What follows belongs to an exercise in optimizing a design on an open flow for small area, a short achievable clock period and few clock cycles; a production flow would make more cautious choices.
Function was checked by simulation only, so behaviour that the tests miss may differ from the original.
Power and IR drop assume default switching activity.

==> flow/design.v <==
module JAM (
    input CLK,
    input RST,
    output reg [2:0] W,
    output reg [2:0] J,
    input [6:0] Cost,
    output reg [3:0] MatchCount,
    output reg [9:0] MinCost,
    output Valid
);
    localparam [2:0] S_SCAN = 3'd0, S_SEL = 3'd1, S_AUG = 3'd2, S_TIGHT = 3'd3,
                     S_RYS = 3'd4, S_DRAIN = 3'd5, S_DONE = 3'd6;
    reg [2:0] state;
    reg [7:0] vp [0:7];           
    reg [7:0] pend;
    reg [7:0] mv [0:7];           
    reg [2:0] way [0:7];
    reg [7:0] wroot;
    reg [2:0] p [0:7];            
    reg [7:0] matched;
    reg [7:0] used;
    reg [2:0] ph;                 
    reg [6:0] Dp;                 
    reg [8:0] K;                  
    reg root;
    reg [2:0] j0;
    reg [2:0] Jn;
    reg pv;
    reg [7:0] todo;
    reg [2:0] tkP;
    reg iss;
    reg [7:0] vpA;
    reg [8:0] adA;
    reg [7:0] mvA;
    reg firstA;
    reg vB, rootB, firstB;
    reg [6:0] cB;
    reg [9:0] preB;
    reg [10:0] thrB;
    reg [2:0] jB;
    reg [7:0] mvB;
    reg [2:0] pC;
    reg wrE, wrR;
    reg [7:0] wrK;
    reg [2:0] wrJ;
    reg rJ, rW;
    reg [2:0] wc, wwc;
    reg [7:0] vpnB;
    reg [7:0] xk;
    reg tv, tfirst;
    reg vC;
    reg [7:0] nmC;
    reg [7:0] vpnC;
    reg [2:0] jC;
    reg [2:0] fuC;
    reg [7:0] best;
    reg [2:0] j1;
    reg [2:0] p1;
    reg [8:0] nvpcb;              
    reg [7:0] vpcb;               
    reg [2:0] fu1;
    reg [63:0] T;
    reg [7:0] F;
    reg [7:0] cnt;
    reg fpar;
    reg [3:0] r0, r1, r2, r3, r4, r5, r6, r7;
    reg [3:0] q0, q1;
    reg negR, vR, vR2, negR2, vR3, negR3;
    reg [3:0] prodR;
    reg [1:0] dr;
    reg vld;
    assign Valid = vld;
    function [2:0] lowbit;
        input [7:0] m;
        begin
            if (m[0]) lowbit = 3'd0;
            else if (m[1]) lowbit = 3'd1;
            else if (m[2]) lowbit = 3'd2;
            else if (m[3]) lowbit = 3'd3;
            else if (m[4]) lowbit = 3'd4;
            else if (m[5]) lowbit = 3'd5;
            else if (m[6]) lowbit = 3'd6;
            else lowbit = 3'd7;
        end
    endfunction
    wire tmode = (state == S_TIGHT);
    wire auglast = (state == S_AUG) & rJ;
    wire first = (ph == 3'd0) & root & ~tmode;
    wire [7:0] vpP = first ? 8'd0 : vp[Jn];
    wire [8:0] addP = pend[Jn] ? {2'b00, Dp} : K;
    wire doP = pv & (state == S_SCAN || state == S_TIGHT || auglast);
    wire [9:0] preA = {{2{vpA[7]}}, vpA} + {adA[8], adA};
    wire [10:0] thrA = {3'b000, mvA} - {{3{vpA[7]}}, vpA} - {{2{adA[8]}}, adA};
    wire [7:0] vpnA = root ? preA[7:0] : vpA;
    wire ltB = rootB | (~thrB[10] & (thrB[9:0] > {3'b000, cB}));
    wire [9:0] keyB = {3'b000, cB} + preB;
    wire [7:0] ksat = (keyB[9:8] != 2'd0) ? 8'hFF : keyB[7:0];
    wire [7:0] nmB = ltB ? ksat : mvB;
    wire [7:0] unusedB = ~used & ~(8'd1 << jB);
    wire betterC = vC & (nmC < best);
    wire lastC = vC & ~vB;
    wire [2:0] j1f = betterC ? jC : j1;
    wire [7:0] nused = used | (8'd1 << j1);
    wire [7:0] rest1 = ~nused & ~(8'd1 << fu1);
    wire [8:0] Kn = nvpcb - {2'b00, Cost};
    wire [2:0] way1 = way[j1];
    wire [63:0] Tc;
    genvar gk, gj;
    generate
        for (gk = 0; gk < 8; gk = gk + 1) begin : trow
            for (gj = 0; gj < 8; gj = gj + 1) begin : tcol
                assign Tc[8*gk+gj] = T[8*gk+((gj-gk+8)%8)];
            end
        end
    endgenerate
    reg [7:0] F1, F2, rowo, colo;
    integer a, b;
    always @(*) begin
        for (a = 0; a < 8; a = a + 1) begin
            rowo[a] = 1'b0;
            colo[a] = 1'b0;
            for (b = 0; b < 8; b = b + 1) if (a != b) begin
                rowo[a] = rowo[a] | Tc[8*a+b];
                colo[a] = colo[a] | Tc[8*b+a];
            end
        end
        F1 = ~rowo | ~colo;
        for (a = 0; a < 8; a = a + 1) begin
            rowo[a] = 1'b0;
            colo[a] = 1'b0;
            for (b = 0; b < 8; b = b + 1) if (a != b) begin
                rowo[a] = rowo[a] | (Tc[8*a+b] & ~F1[b]);
                colo[a] = colo[a] | (Tc[8*b+a] & ~F1[b]);
            end
        end
        F2 = F1 | ~rowo | ~colo;
    end
    wire [7:0] cntn = ((cnt | F) + 8'd1) & ~F;
    function [3:0] rs;
        input [7:0] t;
        input fz;
        begin
            rs = (t[0] + t[1] + t[2] + t[3]) + (t[4] + t[5] + t[6] + t[7]);
        end
    endfunction
    wire [3:0] f0 = rs(F[0] ? 8'h01 : (Tc[7:0] & cnt), 1'b0);
    wire [3:0] f1 = rs(F[1] ? 8'h01 : (Tc[15:8] & cnt), 1'b0);
    wire [3:0] f2 = rs(F[2] ? 8'h01 : (Tc[23:16] & cnt), 1'b0);
    wire [3:0] f3 = rs(F[3] ? 8'h01 : (Tc[31:24] & cnt), 1'b0);
    wire [3:0] f4 = rs(F[4] ? 8'h01 : (Tc[39:32] & cnt), 1'b0);
    wire [3:0] f5 = rs(F[5] ? 8'h01 : (Tc[47:40] & cnt), 1'b0);
    wire [3:0] f6 = rs(F[6] ? 8'h01 : (Tc[55:48] & cnt), 1'b0);
    wire [3:0] f7 = rs(F[7] ? 8'h01 : (Tc[63:56] & cnt), 1'b0);
    wire [3:0] g0 = r0;
    wire [3:0] g1 = r1;
    wire [3:0] g2 = r2;
    wire [3:0] g3 = r3;
    wire [3:0] g4 = r4;
    wire [3:0] g5 = r5;
    wire [3:0] g6 = r6;
    wire [3:0] g7 = r7;
    wire [3:0] m03 = (g0 * g1) * (g2 * g3);
    wire [3:0] m47 = (g4 * g5) * (g6 * g7);
    wire [3:0] prodP = q0 * q1;
    always @(posedge CLK) begin
        rootB <= root;
        firstB <= firstA;
        cB <= Cost;
        preB <= preA;
        thrB <= thrA;
        jB <= J;
        mvB <= mvA;
        pC <= p[jB];
        wrK <= ksat;
        wrJ <= jB;
        wrR <= rootB;
        tfirst <= firstB;
        vpnB <= vpnA;
        nmC <= nmB;
        vpnC <= vpnB;
        jC <= jB;
        fuC <= lowbit(unusedB);
        r0 <= f0;
        r1 <= f1;
        r2 <= f2;
        r3 <= f3;
        r4 <= f4;
        r5 <= f5;
        r6 <= f6;
        r7 <= f7;
        negR <= ^cnt;
        fpar <= ^(~F);
        q0 <= m03;
        q1 <= m47;
        negR2 <= negR ^ fpar;
        prodR <= prodP;
        negR3 <= negR2;
    end
    integer i;
    always @(posedge CLK) begin
        vB <= 1'b0;
        vC <= 1'b0;
        vR <= 1'b0;
        tv <= 1'b0;
        if (RST) begin
            state <= S_SCAN;
            ph <= 3'd0;
            pend <= 8'd0;
            matched <= 8'd0;
            used <= 8'd0;
            K <= 9'd0;
            root <= 1'b1;
            best <= 8'hFF;
            W <= 3'd0;
            J <= 3'd0;
            iss <= 1'b1;
            vpA <= 8'd0;
            adA <= 9'd0;
            wrE <= 1'b0;
            Jn <= 3'd1;
            pv <= 1'b1;
            todo <= 8'hFC;
            MinCost <= 10'd0;
            MatchCount <= 4'd0;
            vld <= 1'b0;
        end else begin
            vB <= iss;
            wrE <= 1'b0;
            if (iss && root && !tmode) begin
                vp[J] <= preA[7:0];
                pend[J] <= 1'b0;
            end
            if (iss && tmode) begin
                vp[J] <= preA[7:0];
                pend[J] <= 1'b0;
            end
            if (wrE) begin
                mv[wrJ] <= wrK;
                way[wrJ] <= j0;
                wroot[wrJ] <= wrR;
            end
            if (vB) begin
                if (tmode) begin
                    tv <= 1'b1;
                end else begin
                    vC <= 1'b1;
                    wrE <= ltB;
                end
            end
            if (tv) begin
                if (tfirst) xk <= wrK;
                T <= {(tfirst | (wrK == xk)), T[63:1]};
            end
            if (betterC) begin
                best <= nmC;
                j1 <= jC;
                p1 <= pC;
                nvpcb <= {1'b0, nmC} - {vpnC[7], vpnC};
                vpcb <= vpnC - nmC;
                fu1 <= fuC;
            end
            if (doP) begin
                vpA <= vpP;
                adA <= addP;
                mvA <= mv[Jn];
            end
            case (state)
                S_SCAN: begin
                    J <= Jn;
                    iss <= pv;
                    pv <= (todo != 8'd0);
                    Jn <= lowbit(todo);
                    todo <= todo & ~(8'd1 << lowbit(todo));
                    if (lastC) begin
                        W <= betterC ? pC : p1;
                        J <= j1f;
                        state <= S_SEL;
                    end
                end
                S_SEL: begin
                    best <= 8'hFF;
                    if (matched[j1]) begin
                        used <= nused;
                        vp[j1] <= vpcb;
                        K <= Kn;
                        root <= 1'b0;
                        j0 <= j1;
                        vpA <= vp[fu1];
                        adA <= Kn;
                        mvA <= mv[fu1];
                        J <= fu1;
                        iss <= 1'b1;
                        Jn <= lowbit(rest1);
                        pv <= (rest1 != 8'd0);
                        todo <= rest1 & ~(8'd1 << lowbit(rest1));
                        state <= S_SCAN;
                    end else begin
                        MinCost <= MinCost + {3'b000, best[6:0]};
                        Dp <= best[6:0];
                        pend <= used;
                        J <= j1;
                        W <= wroot[j1] ? ph : p[way1];
                        rJ <= wroot[j1];
                        wc <= way1;
                        rW <= wroot[way1];
                        wwc <= way[way1];
                        root <= 1'b1;
                        K <= 9'd0;
                        Jn <= 3'd0;
                        pv <= 1'b1;
                        state <= S_AUG;
                    end
                end
                S_AUG: begin
                    p[J] <= W;
                    matched[J] <= 1'b1;
                    if (!rJ) begin
                        J <= wc;
                        W <= rW ? ph : p[wwc];
                        rJ <= rW;
                        wc <= wwc;
                        rW <= wroot[wwc];
                        wwc <= way[wwc];
                    end else if (ph != 3'd7) begin
                        ph <= ph + 3'd1;
                        used <= 8'd0;
                        W <= ph + 3'd1;
                        J <= 3'd0;
                        iss <= 1'b1;
                        Jn <= 3'd1;
                        todo <= 8'hFC;
                        state <= S_SCAN;
                    end else begin
                        W <= (J == 3'd0) ? W : p[0];
                        J <= 3'd0;
                        iss <= 1'b1;
                        firstA <= 1'b1;
                        tkP <= 3'd0;
                        Jn <= 3'd1;
                        state <= S_TIGHT;
                    end
                end
                S_TIGHT: begin
                    J <= Jn;
                    iss <= pv;
                    firstA <= (Jn == tkP);
                    if (pv) begin
                        W <= p[tkP];
                        if (Jn + 3'd1 != tkP) Jn <= Jn + 3'd1;
                        else if (tkP != 3'd7) begin
                            tkP <= tkP + 3'd1;
                            Jn <= tkP + 3'd1;
                        end else pv <= 1'b0;
                    end
                    if (!pv && !iss && !vB && !tv) begin
                        F <= F2;
                        cnt <= 8'd0;
                        MatchCount <= 4'd0;
                        state <= S_RYS;
                    end
                end
                S_RYS: begin
                    vR <= 1'b1;
                    cnt <= cntn;
                    if (cntn == 8'd0) begin
                        dr <= 2'd0;
                        state <= S_DRAIN;
                    end
                end
                S_DRAIN: begin
                    dr <= dr + 2'd1;
                    if (dr == 2'd2) begin
                        state <= S_DONE;
                        vld <= 1'b1;
                    end
                end
                default: ;
            endcase
            vR2 <= vR;
            vR3 <= vR2;
            if (vR3) MatchCount <= negR3 ? MatchCount - prodR : MatchCount + prodR;
        end
    end
endmodule
Settings: LEC_CHECK=0, CAP_MARGIN=20, CORE_MARGIN=2, CORE_UTILIZATION=40, SLEW_MARGIN=20; clock period 4.0 ns.
run.sh (not shown) runs the stock make flow with config.mk's settings and CLKGATE_MAP_FILE= SYNTH_SCRIPT=/design/flow/synth_recipe.tcl, a recipe that flattens the netlist after the stock synthesis.
Testbench counts at the start, summed over its fixed seeds: cycles 2,343.
Then changed:
--- a/flow/design.v
+++ b/flow/design.v
@@ -275,4 +275,5 @@
                         W <= betterC ? pC : p1;
                         J <= j1f;
+                        Jn <= betterC ? fuC : fu1;
                         state <= S_SEL;
                     end
@@ -286,7 +287,7 @@
                         root <= 1'b0;
                         j0 <= j1;
-                        vpA <= vp[fu1];
+                        vpA <= vpP;
                         adA <= Kn;
-                        mvA <= mv[fu1];
+                        mvA <= mv[Jn];
                         J <= fu1;
                         iss <= 1'b1;
Wire length is lower by 2.7%.
Worst setup slack is better by 63 ps.
Clock power is lower by 8.5%.
Design area is lower by 3.4%.
Power is lower by 0.59%.
Testbench counts after the change, summed over its fixed seeds: cycles 2,343.

==> separate check: timing with driven ports <==
The flow's constraints put no driver on any port. The routed layouts listed below were extracted and timed again, unchanged, in two steps. Step 1 (the two cells are an assumption about what drives the block):
set clk [get_ports {CLK}]
set_driving_cell -lib_cell sky130_fd_sc_hd__clkbuf_16 $clk
set_driving_cell -lib_cell sky130_fd_sc_hd__buf_2 [delete_from_list [all_inputs] $clk]
Step 2 adds t to the input delays and takes it off the output delays; t is the mean of the earliest and latest rising clock arrival at the registers after step 1. Input paths then give back, and output paths get back, about the clock's delay inside the block. a / b / c = ideal ports / drivers / drivers and shift; a / b = the first two.
run | t (ns) | slack for setup (ns) | worst data-port slew with drivers (ns) | cell pins on the clock port's net
the first run | 0.659 | 0.546 / 0.546 / 0.546 | 0.10 | 1
the second run | 0.687 | 0.609 / 0.609 / 0.609 | 0.04 | 1
After both steps setup and hold are still met in every run listed.
